Source: an optimization exercise on an open RTL-to-GDS flow (aim: small area, a short achievable clock period and few clock cycles). Production flows keep margins and buffers that such runs may drop. At most, simulation tests tie the RTL to the original design; equivalence was not proved. Power and IR drop assume default switching activity.

## cpu_pipeline
module cpu_pipeline(
    input wire clk,
    input wire rst_n,
    output wire ibus_req,
    output wire [(32-1):0] ibus_addr,
    input wire [(32-1):0] ibus_rdata,
    input wire ibus_ready,
    output wire dbus_req,
    output wire dbus_we,
    output wire [(32-1):0] dbus_addr,
    output wire [(32-1):0] dbus_wdata,
    output wire [1:0] dbus_size,
    input wire [(32-1):0] dbus_rdata,
    input wire dbus_ready
);
Size: ~5200 cells after synthesis, about 170 I/O pins, about 0.055 sq mm of cells after synthesis.
export LEC_CHECK = 0
export CAP_MARGIN = 30
export CORE_MARGIN = 2
export CORE_UTILIZATION = 40
export CTS_CLUSTER_DIAMETER = 120
export CTS_CLUSTER_SIZE = 22
export SETUP_SLACK_MARGIN = 3.0
export SLEW_MARGIN = 20
export SYNTH_HIERARCHICAL = 1
export SYNTH_MINIMUM_KEEP_SIZE = 0
create_clock -name core_clock -period 8.0 [get_ports {clk}]
standard.sh (not shown) runs the stock make flow with config.mk's settings and CLKGATE_MAP_FILE= SYNTH_SCRIPT=/design/flow/synth_recipe.tcl, a recipe that flattens the netlist after the stock synthesis.
==> flow/flow/run.sh <==
#!/bin/bash
# Layout flow: the standard flow (standard.sh), with every input and
# output port buffered by buf_2 cells instead of the buffer cell that
# buffer_ports picks by default. Its full output goes to standard.log.
set -e
export BUFFER_PORTS_ARGS="-buffer_cell sky130_fd_sc_hd__buf_2"
bash standard.sh > standard.log 2>&1
Testbench counts at the start, summed over its fixed seeds: cycles 77,558.
Change:
--- a/flow/design.v
+++ b/flow/design.v
@@ -713,24 +713,44 @@
     wire l54 = lt[5] | (eq[5] & lt[4]);
     wire e54 = eq[5] & eq[4];
     wire l30 = l32 | (e32 & l10);
     wire e30 = e32 & e10;
     wire l64 = lt[6] | (eq[6] & l54);
     wire e64 = eq[6] & e54;
     wire l60 = l64 | (e64 & l30);
     wire e60 = e64 & e30;
     assign eq_all = eq[7] & e60;
     assign lt_u = lt[7] | (eq[7] & l60);
     assign lt_s = lt7s | (eq[7] & l60);
 endmodule
+module wb_ao22n(input wire a1, input wire a2, input wire b1, input wire b2, output wire y);
+    assign y = ~((a1 & a2) | (b1 & b2));
+endmodule
+module wb_nand5(input wire [4:0] a, output wire y);
+    assign y = ~&a;
+endmodule
+module ex_mem(
+    input wire [9:0] s,
+    input wire [32*10-1:0] d,    
+    output wire [31:0] y
+);
+    genvar b, k;
+    generate for (b = 0; b < 32; b = b + 1) begin : bit_
+        wire [4:0] t;
+        for (k = 0; k < 5; k = k + 1) begin : pair
+            wb_ao22n u(.a1(s[2*k]), .a2(d[32*(2*k) + b]), .b1(s[2*k+1]), .b2(d[32*(2*k+1) + b]), .y(t[k]));
+        end
+        wb_nand5 o(.a(t), .y(y[b]));
+    end endgenerate
+endmodule
 module rf_aoi222(input wire a1, a2, b1, b2, c1, c2, output wire y);
     assign y = ~((a1 & a2) | (b1 & b2) | (c1 & c2));
 endmodule
 module rf_nand2(input wire a, b, output wire y);
     assign y = ~(a & b);
 endmodule
 module rf_or11n(input wire [10:0] a, output wire y);
     assign y = ~&a;
 endmodule
 module rf_wmux(input wire s, sn, a, b, output wire y);
     assign y = (s & a) | (sn & b);
 endmodule
@@ -962,28 +982,24 @@
     assign ld_data[15:8] = (ex_f3 == 3'b000) ? {8{dbus_rdata[7]}} : dbus_rdata[15:8];
     assign ld_data[31:16] = (ex_f3 == 3'b000) ? {16{dbus_rdata[7]}} :
                             (ex_f3 == 3'b001) ? {16{dbus_rdata[15]}} : dbus_rdata[31:16];
     wire ex_alu_op = ex_opimm | ex_op;
     wire s_sum  = ex_alu_op & (ex_f3 == 3'b000);
     wire s_sll  = ex_alu_op & (ex_f3 == 3'b001);
     wire s_slt  = ex_alu_op & (ex_f3 == 3'b010);
     wire s_sltu = ex_alu_op & (ex_f3 == 3'b011);
     wire s_sr   = ex_alu_op & (ex_f3 == 3'b101);
     wire s_x    = ex_alu_op & ((ex_f3 == 3'b100) | (ex_f3 == 3'b110));   
     wire s_n    = ex_alu_op & ((ex_f3 == 3'b110) | (ex_f3 == 3'b111));   
     wire s_link = ex_jal | ex_jalr;
-    assign wb_data = ({32{s_sum}} & sum) |
-                     ({32{s_sll}} & shl) |
-                     ({32{s_sr}} & shr) |
-                     ({32{s_x}} & x) |
-                     ({32{s_n}} & n) |
-                     {31'd0, (s_slt & alu_lts) | (s_sltu & alu_ltu)} |
-                     ({32{ex_ld}} & ld_data) |
-                     ({32{s_link}} & {seq_pc, 2'b00}) |
-                     ({32{ex_lui}} & ex_imm) |
-                     ({32{ex_auipc}} & agu);
+    ex_mem result(
+        .s({ex_lui, s_link, ex_auipc, s_slt | s_sltu, ex_ld, s_n, s_sr, s_sll, s_x, s_sum}),
+        .d({ex_imm, {seq_pc, 2'b00}, agu, {31'd0, (s_slt & alu_lts) | (s_sltu & alu_ltu)},
+            ld_data, n, shr, shl, x, sum}),
+        .y(wb_data)
+    );
     assign dbus_req = ex_valid & ex_mem;
     assign dbus_we = ex_st;
     assign dbus_addr = agu;
     assign dbus_wdata = ex_b;
     assign dbus_size = {~ex_f3[1] & ex_f3[0], ~ex_f3[1] & ~ex_f3[0]};
 endmodule
The changed run finished clean.
Global-route usage is higher by 0.97 points.
Worst setup slack loses 0.099 ns.
Routed wire length rises by a few percent.
Flip-flop and latch count stays the same.
Clock power barely changes.
Worst hold slack barely changes.
Die area climbs slightly.
Synthesized area grows slightly.
Core utilization rises by 0.72 points.
Combinational power barely changes.
Clock-buffer cell count grows by 1.
Function not checked in the second run of this note: the RTL went through the layout flow alone.

========
== rev 12 ==
cpu_pipeline again, from the RTL that the note above started with.
==> module rf_read, before the edit <==
module rf_read(input wire [31:1] sel, input wire [32*31-1:0] q, output wire [31:0] y);
    genvar b, g;
    generate for (b = 0; b < 32; b = b + 1) begin : bit_
        wire [10:0] t;
        for (g = 0; g < 10; g = g + 1) begin : grp
            rf_aoi222 u(.a1(sel[3*g+1]), .a2(q[32*(3*g+0) + b]),
                        .b1(sel[3*g+2]), .b2(q[32*(3*g+1) + b]),
                        .c1(sel[3*g+3]), .c2(q[32*(3*g+2) + b]),
                        .y(t[g]));
        end
        rf_nand2 u31(.a(sel[31]), .b(q[32*30 + b]), .y(t[10]));
        rf_or11n o(.a(t), .y(y[b]));
    end endgenerate
endmodule
==> module registers, before the edit <==
module registers(
    input wire clk,
    input wire [4:0] rs1_addr,
    input wire [4:0] rs2_addr,
    input wire [4:0] rd_addr,
    input wire [(32-1):0] rd_data,
    input wire rd_en,
    output wire [(32-1):0] rs1_out,
    output wire [(32-1):0] rs2_out
);
    reg [32*31-1:0] q;      
    wire [32*31-1:0] d;
    wire [31:1] sel1, sel2, we;
    genvar i, b;
    generate for (i = 1; i < 32; i = i + 1) begin : reg_
        assign sel1[i] = (rs1_addr == i);
        assign sel2[i] = (rs2_addr == i);
        assign we[i] = rd_en & (rd_addr == i);
        for (b = 0; b < 32; b = b + 1) begin : bit_
            rf_wmux m(.s(we[i]), .sn(~we[i]), .a(rd_data[b]), .b(q[32*(i-1) + b]), .y(d[32*(i-1) + b]));
        end
    end endgenerate
    always @(posedge clk)
        q <= d;
    rf_read p1(.sel(sel1), .q(q), .y(rs1_out));
    rf_read p2(.sel(sel2), .q(q), .y(rs2_out));
endmodule
Settings: LEC_CHECK=0, CAP_MARGIN=30, CORE_MARGIN=2, CORE_UTILIZATION=40, CTS_CLUSTER_DIAMETER=130, CTS_CLUSTER_SIZE=24, SETUP_SLACK_MARGIN=3.0, SLEW_MARGIN=20, SYNTH_HIERARCHICAL=1, SYNTH_MINIMUM_KEEP_SIZE=0; clock period 8.0 ns.
Scripts as last shown in full above: flow/flow/run.sh
Testbench counts of rev 12, summed over its fixed seeds: cycles 77,558.
Inputs modified between rev 12 and rev 13:
diff --git a/flow/design.v b/flow/design.v
--- a/flow/design.v
+++ b/flow/design.v
@@ -734,17 +734,21 @@
 module rf_wmux(input wire s, sn, a, b, output wire y);
     assign y = (s & a) | (sn & b);
 endmodule
-module rf_read(input wire [31:1] sel, input wire [32*31-1:0] q, output wire [31:0] y);
-    genvar b, g;
-    generate for (b = 0; b < 32; b = b + 1) begin : bit_
+module rf_read #(parameter W = 16) (input wire [4:0] addr, input wire [W*31-1:0] q, output wire [W-1:0] y);
+    wire [31:1] sel;
+    genvar b, g, i;
+    generate for (i = 1; i < 32; i = i + 1) begin : dec
+        assign sel[i] = (addr == i);
+    end endgenerate
+    generate for (b = 0; b < W; b = b + 1) begin : bit_
         wire [10:0] t;
         for (g = 0; g < 10; g = g + 1) begin : grp
-            rf_aoi222 u(.a1(sel[3*g+1]), .a2(q[32*(3*g+0) + b]),
-                        .b1(sel[3*g+2]), .b2(q[32*(3*g+1) + b]),
-                        .c1(sel[3*g+3]), .c2(q[32*(3*g+2) + b]),
+            rf_aoi222 u(.a1(sel[3*g+1]), .a2(q[W*(3*g+0) + b]),
+                        .b1(sel[3*g+2]), .b2(q[W*(3*g+1) + b]),
+                        .c1(sel[3*g+3]), .c2(q[W*(3*g+2) + b]),
                         .y(t[g]));
         end
-        rf_nand2 u31(.a(sel[31]), .b(q[32*30 + b]), .y(t[10]));
+        rf_nand2 u31(.a(sel[31]), .b(q[W*30 + b]), .y(t[10]));
         rf_or11n o(.a(t), .y(y[b]));
     end endgenerate
 endmodule
@@ -760,11 +764,12 @@
 );
     reg [32*31-1:0] q;      
     wire [32*31-1:0] d;
-    wire [31:1] sel1, sel2, we;
+    wire [31:1] we;
+    wire [16*31-1:0] q_lo, q_hi;
     genvar i, b;
     generate for (i = 1; i < 32; i = i + 1) begin : reg_
-        assign sel1[i] = (rs1_addr == i);
-        assign sel2[i] = (rs2_addr == i);
+        assign q_lo[16*(i-1) +: 16] = q[32*(i-1) +: 16];
+        assign q_hi[16*(i-1) +: 16] = q[32*(i-1) + 16 +: 16];
         assign we[i] = rd_en & (rd_addr == i);
         for (b = 0; b < 32; b = b + 1) begin : bit_
             rf_wmux m(.s(we[i]), .sn(~we[i]), .a(rd_data[b]), .b(q[32*(i-1) + b]), .y(d[32*(i-1) + b]));
@@ -772,8 +777,10 @@
     end endgenerate
     always @(posedge clk)
         q <= d;
-    rf_read p1(.sel(sel1), .q(q), .y(rs1_out));
-    rf_read p2(.sel(sel2), .q(q), .y(rs2_out));
+    rf_read p1l(.addr(rs1_addr), .q(q_lo), .y(rs1_out[15:0]));
+    rf_read p1h(.addr(rs1_addr), .q(q_hi), .y(rs1_out[31:16]));
+    rf_read p2l(.addr(rs2_addr), .q(q_lo), .y(rs2_out[15:0]));
+    rf_read p2h(.addr(rs2_addr), .q(q_hi), .y(rs2_out[31:16]));
 endmodule
 module inst_fetch #(parameter W = 8) (
     input wire jump,           
--- outcome ---
- Rev 13 completed end to end with timing, DRC and antenna clean.
- Rev 12 has higher switching power share of the total than rev 13.
- Rev 13 vs rev 12, total iterations of the first detailed-routing run went down by 2.
- Total of clock buffers placed in the layout ends up lower on rev 12.
- The number of buffers inserted by post-CTS setup repair in rev 13 was lower than what rev 12 gave.
- Going from rev 12 to rev 13, cell count shows an increase of about 1.2%, sum of internal, switching and leakage power moved down, number of nets in the layout higher, worst endpoint required time now sits lower, relative slew slack now smaller.
- The global-route usage over all layers in rev 13 was lower than what rev 12 gave.
- The critical path's slowest cell comes out nand4_1 in one run and dfxtp_4 in the other, namely in rev 12 and rev 13 respectively.
- Against rev 12, the final cell area of rev 13 is lower.
- Summary: with rev 12 as the reference, final weighted congestion of routability-driven global placement in rev 13 moved up by a few percent.
- Between rev 12 and rev 13, sequential share of cell area increased.
Testbench counts of rev 13, summed over its fixed seeds: cycles 77,558.

========
Another version of the RTL of cpu_pipeline (not shown whole).
Size in the first run: about 5200 cells after synthesis, roughly 54000 sq um of cells after synthesis.
Settings: LEC_CHECK=0, CAP_MARGIN=30, CORE_MARGIN=2, CORE_UTILIZATION=40, SETUP_SLACK_MARGIN=3.0, SLEW_MARGIN=20, SYNTH_HIERARCHICAL=1, SYNTH_MINIMUM_KEEP_SIZE=0; clock period 8.0 ns.
==> flow/flow/run.sh <==
#!/bin/bash
# Layout flow: the standard flow (standard.sh), with every input and
# output port buffered by buf_4 cells instead of the buffer cell that
# buffer_ports picks by default. Its full output goes to standard.log.
set -e
export BUFFER_PORTS_ARGS="-buffer_cell sky130_fd_sc_hd__buf_4"
bash standard.sh > standard.log 2>&1
The baseline completed and failed the layout checks on capacitance limit, slew limit.
==> next run, changes <==
--- a/flow/design.v
+++ b/flow/design.v
@@ -974,62 +974,67 @@
     assign lt_s = lt7s | (eq[7] & l60);
 endmodule
 module rf_aoi222(input wire a1, a2, b1, b2, c1, c2, output wire y);
     assign y = ~((a1 & a2) | (b1 & b2) | (c1 & c2));
 endmodule
 module rf_nand2(input wire a, b, output wire y);
     assign y = ~(a & b);
 endmodule
-module rf_or11n(input wire [10:0] a, output wire y);
+module rf_or12n(input wire [11:0] a, output wire y);
     assign y = ~&a;
 endmodule
 module rf_wmux(input wire s, sn, a, b, output wire y);
     assign y = (s & a) | (sn & b);
 endmodule
-module rf_read(input wire [31:1] sel, input wire [32*31-1:0] q, output wire [31:0] y);
+module rf_read(input wire [31:1] sel, input wire [32*31-1:0] q,
+               input wire byp, input wire [31:0] wd, output wire [31:0] y);
     genvar b, g;
     generate for (b = 0; b < 32; b = b + 1) begin : bit_
-        wire [10:0] t;
+        wire [11:0] t;
         for (g = 0; g < 10; g = g + 1) begin : grp
             rf_aoi222 u(.a1(sel[3*g+1]), .a2(q[32*(3*g+0) + b]),
                         .b1(sel[3*g+2]), .b2(q[32*(3*g+1) + b]),
                         .c1(sel[3*g+3]), .c2(q[32*(3*g+2) + b]),
                         .y(t[g]));
         end
         rf_nand2 u31(.a(sel[31]), .b(q[32*30 + b]), .y(t[10]));
-        rf_or11n o(.a(t), .y(y[b]));
+        rf_nand2 ub(.a(byp), .b(wd[b]), .y(t[11]));
+        rf_or12n o(.a(t), .y(y[b]));
     end endgenerate
 endmodule
 module registers(
     input wire clk,
     input wire [4:0] rs1_addr,
     input wire [4:0] rs2_addr,
     input wire [4:0] rd_addr,
     input wire [(32-1):0] rd_data,
     input wire rd_en,
+    input wire byp_en,       
     output wire [(32-1):0] rs1_out,
     output wire [(32-1):0] rs2_out
 );
     reg [32*31-1:0] q;      
     wire [32*31-1:0] d;
     wire [31:1] sel1, sel2, we;
+    wire byp1 = byp_en & (rd_addr == rs1_addr);
+    wire byp2 = byp_en & (rd_addr == rs2_addr);
     genvar i, b;
     generate for (i = 1; i < 32; i = i + 1) begin : reg_
-        assign sel1[i] = (rs1_addr == i);
-        assign sel2[i] = (rs2_addr == i);
+        assign sel1[i] = (rs1_addr == i) & ~byp1;
+        assign sel2[i] = (rs2_addr == i) & ~byp2;
         assign we[i] = rd_en & (rd_addr == i);
         for (b = 0; b < 32; b = b + 1) begin : bit_
             rf_wmux m(.s(we[i]), .sn(~we[i]), .a(rd_data[b]), .b(q[32*(i-1) + b]), .y(d[32*(i-1) + b]));
         end
     end endgenerate
     always @(posedge clk)
         q <= d;
-    rf_read p1(.sel(sel1), .q(q), .y(rs1_out));
-    rf_read p2(.sel(sel2), .q(q), .y(rs2_out));
+    rf_read p1(.sel(sel1), .q(q), .byp(byp1), .wd(rd_data), .y(rs1_out));
+    rf_read p2(.sel(sel2), .q(q), .byp(byp2), .wd(rd_data), .y(rs2_out));
 endmodule
 module inst_fetch #(parameter W = 8) (
     input wire jump,           
     input wire c_beq, c_bne, c_blt, c_bge, c_bltu, c_bgeu,   
     input wire eq, lt_s, lt_u,
     input wire [W-1:0] target,
     input wire [W-1:0] seq,
     output wire [W-1:0] pc
@@ -1115,23 +1120,22 @@
     wire wb_en = ex_valid & ex_wr;
     registers registers(
         .clk(clk),
         .rs1_addr(rs1),
         .rs2_addr(rs2),
         .rd_addr(ex_rd),
         .rd_data(wb_data),
         .rd_en(wb_en & ~replay),
+        .byp_en(wb_en),
         .rs1_out(rf_rs1),
         .rs2_out(rf_rs2)
     );
-    wire fwd1 = wb_en & (ex_rd == rs1);
-    wire fwd2 = wb_en & (ex_rd == rs2);
-    wire [31:0] rs1v = fwd1 ? wb_data : rf_rs1;
-    wire [31:0] rs2v = fwd2 ? wb_data : rf_rs2;
+    wire [31:0] rs1v = rf_rs1;
+    wire [31:0] rs2v = rf_rs2;
     wire d_base_pc = d_br | d_jal | d_auipc;
     wire d_base_rs = d_ld | d_st | d_jalr;
     wire [15:0] base_lo = ({16{d_base_pc}} & {fetch_pc[15:2], 2'b00}) | ({16{d_base_rs}} & rs1v[15:0]);
     wire [15:0] agu_lo;
     wire agu_c16;
     add16 agu_lo_add(.a(base_lo), .b(imm[15:0]), .cin(1'b0), .sum(agu_lo), .cout(agu_c16), .p(), .g());
     wire [7:0] d_clt, d_ceq;
     wire d_clt7s;
Effect: Now the flow finished clean; power came out lower by about 1.4%; design area increases by 2.4%; clock power is about the same; synthesized cell count fell by 1.9%; critical path depth goes up by 9; global-route usage climbs by 1.7 points.
Function was not checked in any run of this note: the RTL went through the layout flow alone.

[static timing again, ports no longer ideal]
In the flow no input, the clock included, has a driving cell. The finished layouts below were timed again as built, in two steps. Step 1 sets driving cells, clkbuf_16 on the clock port and buf_2 on the other inputs (assumed; they add their load-dependent delay and slew). Step 2 also shifts input and output timing later by t, the mid clock arrival at the registers, as if the neighbouring blocks saw the same clock. a / b / c = no drivers / after step 1 / after step 2; a / b = the first two.
run	t, ns	setup WS [ns]	worst register clock-pin slew, ns
the first run of note 1	0.806	2.959 / 2.944 / 2.153	0.11 / 0.11
the second run of note 1	0.832	2.859 / 2.771 / 2.183	0.11 / 0.11
rev 12	0.786	3.003 / 2.952 / 2.191	0.12 / 0.12
rev 13	0.780	2.988 / 2.916 / 2.300	0.12 / 0.12
the first run of note 3	0.853	2.588 / 2.650 / 1.797	0.07 / 0.07
the second run of note 3	0.851	2.537 / 2.537 / 1.768	0.07 / 0.07
The setup slack of rev 12, which loses most, moves by -0.051 ns with the drivers and by -0.812 ns with both steps.
